Context: an optimization exercise on an open-source flow, tuned for small area. The choices shown serve that exercise and are no tape-out recipe. Only simulation tests tie the RTL to the original design; equivalence was not proved. Power and IR drop assume default switching activity.

--- flow/design.v ---
module BRANCH_PREDICTOR
    #(parameter DELAY = 7)
    (input clk,
    input reset,
    input stall,
    input [31:0] if_pc,
    input [31:0] if_instr,
    input [31:0] id_pc,
    input [31:0] alt_address,
    input is_link,
    input is_branch,
    input is_taken,
    output reg take,
    output reg flush,
    output reg [31:0] alt_pc);
    integer i;
    wire adv = ~stall;
    reg clr;
    always @(posedge clk or negedge reset)
        if (!reset) clr <= 1'b1;
        else        clr <= 1'b0;
    wire nclr  = ~clr;
    wire s_mv  = adv & nclr;       
    wire s_hld = stall & nclr;     
    reg  [41:0] ipc;
    always @(posedge clk)
        ipc <= ({{6{adv}}, {36{s_mv}}} & {if_pc[7:2], ipc[41:6]}) | ({42{s_hld}} & ipc);
    wire [5:0] u_idx = ipc[5:0] & {6{nclr}};
    reg  [14:0] ghr;
    reg  [6:0]  gbr;
    always @(posedge clk or negedge reset) begin
        if (!reset) begin
            ghr <= 15'd0;
            gbr <= 7'd0;
        end
        else if (adv) begin
            if (is_branch) ghr <= {is_taken, ghr[14:1]};
            gbr <= {is_branch, gbr[6:1]};
        end
    end
    wire [2:0] gnb = gbr[0] + gbr[1] + gbr[2] + gbr[3] + gbr[4] + gbr[5] + gbr[6];
    wire [14:0] gsh = ghr >> (3'd7 - gnb);
    wire [7:0] ghist = ghr[14:7];
    wire [7:0] gu    = gsh[7:0];
    reg  [255:0] GA, GB;
    wire g_pred = GA[ghist] & nclr;
    wire ga_u   = GA[gu] & nclr;
    wire gb_u   = GB[gu] & nclr;
    wire gna    = (ga_u & gb_u) | (ga_u & is_taken) | (gb_u & is_taken);
    wire gnb_   = (ga_u & ~gb_u) | (ga_u & is_taken) | (~gb_u & is_taken);
    wire [255:0] gdec = (adv & is_branch) ? (256'd1 << gu) : 256'd0;
    wire [255:0] gkeep = ~gdec & {256{nclr}};
    always @(posedge clk) begin
        GA <= (gdec & {256{gna}})  | (gkeep & GA);
        GB <= (gdec & {256{gnb_}}) | (gkeep & GB);
    end
    reg  [511:0] LH;                       
    wire [7:0] lh_rd = LH[if_pc[7:2] * 8 +: 8] & {8{nclr}};
    reg  [55:0] lpp;                       
    always @(posedge clk)
        lpp <= ({{8{adv}}, {48{s_mv}}} & {lh_rd, lpp[55:8]}) | ({56{s_hld}} & lpp);
    wire [7:0] lu = lpp[7:0] & {8{nclr}};
    wire [7:0] lh_new = {is_taken, lu[7:1]};
    wire [63:0] ldec = (adv & is_branch) ? (64'd1 << u_idx) : 64'd0;
    reg  [511:0] lh_d;
    always @* begin
        for (i = 0; i < 64; i = i + 1)
            lh_d[i*8 +: 8] = ({8{ldec[i]}} & lh_new) | ({8{~ldec[i] & nclr}} & LH[i*8 +: 8]);
    end
    always @(posedge clk) LH <= lh_d;
    reg  [255:0] LA, LB;
    wire l_pred = LA[lh_rd] & nclr;
    wire la_u   = LA[lu] & nclr;
    wire lb_u   = LB[lu] & nclr;
    wire lna    = (la_u & lb_u) | (la_u & is_taken) | (lb_u & is_taken);
    wire lnb    = (la_u & ~lb_u) | (la_u & is_taken) | (~lb_u & is_taken);
    wire [255:0] ltdec = (adv & is_branch) ? (256'd1 << lu) : 256'd0;
    wire [255:0] ltkeep = ~ltdec & {256{nclr}};
    always @(posedge clk) begin
        LA <= (ltdec & {256{lna}}) | (ltkeep & LA);
        LB <= (ltdec & {256{lnb}}) | (ltkeep & LB);
    end
    reg  [6:0] pg, pl;
    always @(posedge clk) begin
        pg <= ({adv, {6{s_mv}}} & {g_pred, pg[6:1]}) | ({7{s_hld}} & pg);
        pl <= ({adv, {6{s_mv}}} & {l_pred, pl[6:1]}) | ({7{s_hld}} & pl);
    end
    wire pg0 = pg[0] & nclr;
    wire pl0 = pl[0] & nclr;
    reg  [63:0] MA, MB;
    wire m_sel  = MA[if_pc[7:2]] & nclr;
    wire meta_pred = m_sel ? g_pred : l_pred;
    wire m_up   = is_taken ? pg0 : pl0;
    wire ma_u   = MA[u_idx] & nclr;
    wire mb_u   = MB[u_idx] & nclr;
    wire mna    = (ma_u & mb_u) | (ma_u & m_up) | (mb_u & m_up);
    wire mnb    = (ma_u & ~mb_u) | (ma_u & m_up) | (~mb_u & m_up);
    wire [63:0] mdec = (adv & is_branch & (pg0 ^ pl0)) ? (64'd1 << u_idx) : 64'd0;
    wire [63:0] mkeep = ~mdec & {64{nclr}};
    always @(posedge clk) begin
        MA <= (mdec & {64{mna}}) | (mkeep & MA);
        MB <= (mdec & {64{mnb}}) | (mkeep & MB);
    end
    reg  [15:0] lru;
    reg  [15:0] v1, v0;
    reg  [57:0] W1 [0:15];
    reg  [57:0] W0 [0:15];
    wire [3:0]  b_if = if_pc[5:2];
    wire [3:0]  b_up = u_idx[3:0];
    wire        lru_u = lru[b_up];
    wire        b_upd = adv & is_branch & is_taken;
    wire [57:0] w1_rd = W1[b_if];
    wire [57:0] w0_rd = W0[b_if];
    wire        t1 = (w1_rd[57:32] == if_pc[31:6]) & v1[b_if] & nclr;
    wire        t2 = (w0_rd[57:32] == if_pc[31:6]) & v0[b_if] & nclr;
    wire        btb_hit = t1 | t2;
    wire [31:0] btb_pc  = t1 ? w1_rd[31:0] : w0_rd[31:0];
    wire [15:0] bdec  = b_upd ? (16'd1 << b_up) : 16'd0;
    wire [15:0] bw1   = bdec & ~lru;
    wire [15:0] bw0   = bdec & lru;
    always @(posedge clk) begin
        v1 <= bw1 | (v1 & {16{nclr}});
        v0 <= bw0 | (v0 & {16{nclr}});
        for (i = 0; i < 16; i = i + 1) begin
            if (bw1[i]) W1[i] <= {id_pc[31:6], alt_address};
            if (bw0[i]) W0[i] <= {id_pc[31:6], alt_address};
        end
    end
    always @(posedge clk or negedge reset) begin
        if (!reset) lru <= 16'd0;
        else if (adv) begin
            for (i = 0; i < 16; i = i + 1) begin
                if (i == b_if) begin
                    if (t1)      lru[i] <= 1'b1;
                    else if (t2) lru[i] <= 1'b0;
                end
                else if (i == b_up) lru[i] <= ~lru[i];
            end
        end
    end
    reg  [31:0] RS [0:7];
    reg  [2:0]  rtp;
    reg  [3:0]  rn;
    wire [31:0] id8   = id_pc + 32'd8;
    wire [31:0] r_top = RS[rtp];
    wire        r_avail = (rn != 4'd0) & (r_top != 32'd0);
    wire        jr31  = (if_instr[31:26] == 6'b000000) & (if_instr[5:0] == 6'b001000) & (if_instr[25:21] == 5'b11111);
    wire        ras_hit = jr31 & r_avail;
    wire        r_push = is_link & ~ras_hit;
    wire        r_pop  = ras_hit & ~is_link;
    wire [31:0] ras_pc = is_link ? id8 : r_top;
    wire [2:0]  r_wp = rtp + 3'd1;
    always @(posedge clk)
        for (i = 0; i < 8; i = i + 1)
            if (adv & r_push & (r_wp == i)) RS[i] <= id8;
    always @(posedge clk or negedge reset) begin
        if (!reset) begin
            rtp <= 3'd0;
            rn  <= 4'd0;
        end
        else if (adv) begin
            if (r_push) begin
                rtp <= r_wp;
                if (rn != 4'd8) rn <= rn + 4'd1;
            end
            else if (r_pop) begin
                rtp <= rtp - 3'd1;
                rn  <= rn - 4'd1;
            end
        end
    end
    reg  [223:0] pp;
    wire padv = adv & ~flush;
    wire p_mv  = padv & nclr;
    wire p_hld = ~padv & nclr;
    wire [31:0] pp0 = pp[31:0] & {32{nclr}};
    wire [31:0] id4 = id_pc + 32'd4;
    wire mispred = is_branch & (is_taken ? (pp0 != alt_address) : (pp0 != id4));
    wire req_alt = (btb_hit & meta_pred) | ras_hit;
    wire [31:0] req_pc = ras_hit ? ras_pc : btb_pc;
    wire [31:0] next_pc = mispred ? (is_taken ? alt_address : id8) :
                          (req_alt ? req_pc : if_pc + 32'd4);
    always @(posedge clk)
        pp <= ({{32{padv}}, {192{p_mv}}} & {next_pc, pp[223:32]}) | ({224{p_hld}} & pp);
    always @(posedge clk or negedge reset) begin
        if (!reset) begin
            take   <= 1'b0;
            flush  <= 1'b0;
            alt_pc <= 32'd0;
        end
        else if (adv) begin
            if (!flush) begin
                take   <= req_alt | mispred;
                flush  <= mispred;
                alt_pc <= next_pc;
            end
            else begin
                take   <= 1'b0;
                flush  <= mispred;
                alt_pc <= 32'd0;
            end
        end
    end
endmodule
--- flow/run.sh ---
#!/bin/bash
# synth_recipe.tcl (not shown) runs the flow's synth.tcl, then flattens the netlist and writes it again
# the make line also repeats each setting of config.mk as NAME=value (left out here)
make -C /OpenROAD-flow-scripts/flow DESIGN_CONFIG=/design/flow/config.mk WORK_HOME=/design/flow/orfs CLKGATE_MAP_FILE= SYNTH_SCRIPT=/design/flow/synth_recipe.tcl finish
--- flow/config.mk ---
export PLATFORM = sky130hd
export DESIGN_NAME = BRANCH_PREDICTOR
export DESIGN_NICKNAME = BRANCH_PREDICTOR
export VERILOG_FILES = /design/flow/design.v
export SDC_FILE = /design/flow/constraint.sdc
export NUM_CORES = 4
export LEC_CHECK = 0
export CAP_MARGIN = 30
export CORE_MARGIN = 2
export CORE_UTILIZATION = 35
export PLACE_DENSITY = 0.45
export SLEW_MARGIN = 45
--- flow/constraint.sdc ---
create_clock -name core_clock -period 12.0 [get_ports {clk}]
set_input_delay 2.4000 -clock core_clock [delete_from_list [all_inputs] [get_ports {clk}]]
set_output_delay 2.4000 -clock core_clock [all_outputs]
set_load 0.01 [all_outputs]
==> reports/results.ini <==
[clocking]
root_buffer=clkbuf_16
cts_tree=yes
postCtsHoldBufs=0
cts.clk_slew.worst_paths_ns=0.06
clk_path_buf_depth=4
clock_latency_ns=1.07
cts_setup_buffers=0
cts_sinks=4224
cts_buffers=469
cts_resized=0
ctsHtreeMaxLevel=5

[run_status]
status=no timing/DRC/antenna violations

[worst_setup_path]
cp_slowest_cell=clkdlybuf4s50_1
path_buf_inv=6
crit_family=buffers and inverters
cp.depth=18
reg2regPathDepth=25
max_stage_delay_ns=0.79
crit_arrival_ns=9.36
start_kind=primary input
cp_max_fo=18
endpoint_kind=flip-flop
worstSetupPathType=in -> reg
path_cells=clkdlybuf4s50_1, inv_1, buf_4, nor3_1, or3_1, nand2_2, buf_4, mux2i_1, mux2i_1, a221oi_1, nand4_1, and3_1, or4b_4, o21ai_4, buf_8, buf_4, mux2i_1, nand2_1
worstPathRequired_ns=12.91

[global_route]
antenna_found_initial=38
grt_pass1_wl_um=996000
grt_max_degree=128
grt.total_usage=0.264
grt-ovfl-total=0
grt_pass1_vias=128000

[route]
first_iter_violations=13500
antenna_left=0
drc_errors=0
viasPerCell=5.75
routed-via-count=135000
wl_per_cell_um=30.3
dr.pass1.iters=8
drt_wl_total_um=711000

[pwr]
p_per_area_nw_per_um2=171
power_switching_uw=9860
clock_power_share=0.417
power.leakage_uw=0.0688
p_int_uw=25200
power_frac_seq=0.440
peakVddDrop_mv=0.204
p_sw_frac=0.281
combinationalPowerShare=0.143

[floorplanning]
dieArea_um2=518000
row_count=262
core_area_um2=510000
dieWidth_um=720
die_h_um=720
initial_utilization=0.352
io_pins=168

[timing]
fmax_ghz=0.118
period_needed_ns=8.45
min_period_over_period=0.704
fin_setup_tns_ns=0
rsz0062_at_grt=no
slew_viol_final=0
finClkSkew_ns=0.106
setup_violations=0
setup_ws_ns=3.55
slew_headroom=0.392
hold_slack_ns=0.393
worstMarginPinSlew_ns=0.909
finalHoldViolCount=0

[placed_design]
dp_slack_ns=2.59
portBuffers=152
routabilityCongestion=0.862
place_inst=22600
dp_hpwl_um=428000

[synth]
syn_nets=16600
synth_cell_types=111
yosys_warnings=4
netlist.area_leader.share=0.354
synth_top_area_cell=edfxtp_1
ys_ff_latch=4224
mappedNetlistArea_um2=179000
ys.flop_type=edfxtp_1
synthTopCellsByArea=edfxtp_1, dfxtp_1, mux2i_1
async_flop_share=0.0189
synth-edff-count=2112
avgSynthCellArea_um2=10.9
syn_inst=16500
seq_area_frac_synth=0.592

[job]
drv_cap=0

[final_layout]
multi_input_area_um2=68800
layoutNonFillerInstCount=23500
drive_gt1_frac=0.113
finalNetCount=16500
final_common_cell=nand2_1
fill_cells=49000
syn_to_final_growth_pct=14.6
seq_area_um2=106000
mostFrequentLayoutCells=nand2_1, edfxtp_1, dfxtp_1

[worst_hold_path]
worstHoldPathCells=2
hp-class=reg -> reg

==> cells in the mapped netlist, types with 22 or more instances <==
library cell	instances
a21o_1	45
nor2b_1	43
a22oi_1	284
a32oi_1	25
o221ai_1	45
and3_1	80
nand4_1	84
dfxtp_1	2032
nand3_1	1064
dfrtp_1	79
o21ai_1	34
o22ai_1	145
o311ai_0	29
o211ai_1	34
a21oi_1	1134
mux2i_1	1331
nand2b_1	51
xor2_1	61
a221oi_1	218
o21ai_0	971
inv_1	45
a222oi_1	111
a211oi_1	119
a31oi_1	56
nand2_1	2833
nor2_1	838
a22o_1	163
clkbuf_1	951
nor3_1	169
mux4_2	230
buf_1	156
a41oi_1	44
buf_2	164
nor4_1	31
buf_4	22
mux2_2	88
or3_1	50
o2bb2ai_1	25
xnor2_1	88
and2_1	29
edfxtp_1	2112
==> area by class of cell <==
cell class	instances	share of cell area
Sequential cell	4224	0.517
Clock inverter	198	0.00955
Multi-Input combinational cell	10900	0.335
Inverter	51	0.00100
Clock buffer	665	0.0654
Timing Repair Buffer	694	0.0314
Tap cell	6732	0.0410
Antenna cell	16	0.000195
==> worst register-to-register path, stage by stage, from the launching register on <==
cell	delay (ns)
dfrtp_1	0.34
inv_1	0.07
fa_1	0.53
inv_1	0.04
ha_1	0.20
fa_1	0.46
ha_1	0.76
mux2i_1	0.37
mux2i_1	0.25
mux2i_4	0.25
buf_4	0.44
buf_12	0.41
buf_16	0.45
mux2i_1	0.24
mux2i_1	0.25
mux2i_1	0.12
mux2i_1	0.24
mux2i_1	0.19
mux2i_1	0.48
mux2i_1	0.14
mux2i_1	0.27
maj3_4	0.59
buf_12	0.42
buf_16	0.38
nand3_1	0.23
a21oi_1	0.18
==> kinds of logic after synthesis <==
group,synth area share
and+or+nand+nor,0.128
DFF,0.592
AOI/OAI and AO/OA,0.130
muxes,0.109
buffers and inverters,0.0309
xor gates and xnor gates,0.00728
adders and majority gates,0.00212
other,0.0000209
==> flip-flops by register name, indices dropped and copies added (netlist names), 16 cells and up <==
register	count
GA	256
GB	256
LA	256
LB	256
LH	512
MA	64
MB	64
RS	256
W0	928
W1	928
alt_pc	32
ipc	42
lpp	56
lru	16
pp	224
v0	16
v1	16
==> through the flow <==
stage,area (um^2),utilization,power [uW]
floorplan,179000,-,18600
global placement,189000,0.370,20700
detailed placement,190000,0.372,20700
CTS,205000,0.403,35300
global route,205000,0.403,36100
finish,205000,0.403,35100
==> worst paths after layout <==
check | start | end | slack [ns]
max in group asynchronous | reset | alt_pc[25] | 9.52
min | pp[71] | pp[39] | 0.39
max reg2reg | gbr[4] | GA[150] | 3.60
min in group asynchronous | reset | alt_pc[0] | 1.37
max | if_pc[6] | pp[215] | 3.55
min reg2reg | pp[71] | pp[39] | 0.39
==> per-layer routing <==
layer,share of wire,up-vias,GRT usage,wire (um)
li1,-,60500,-,-
met1,0.43,68300,0.356,306000
met2,0.46,4774,0.431,330000
met3,0.061,1147,0.0339,43100
met4,0.044,12,0.101,31300
met5,0.00013,-,0,92
==> power by group through the flow <==
stage	Sequential [uW]	Combinational [uW]	Clock (uW)
finish	15500	5020	14600
CTS	15500	4990	14800
detailed placement	15800	4980	0
floorplan	15700	2910	0
global route	15500	5230	15400
global placement	15800	4920	0

-- what the ideal ports hide --
In the flow no input, the clock included, has a driving cell. The finished layout below was timed again as built, in two steps.
Step 1 assumes that a clkbuf_16 drives the clock port and a buf_2 every other input.
Step 2 also shifts input and output timing later by t, the mid clock arrival at the registers, as if the neighbouring blocks saw the same clock.
a / b / c = ideal / step 1 / step 2; a / b = the first two.
t (ns): 1.131
setup WS [ns]: 3.554 / 3.600 / 2.523
worst slew at a driven data input, ns: 0.19
After both steps setup and hold are still met in this run. The setup slack of this run moves by +0.046 ns with the drivers and by -1.031 ns with both steps.
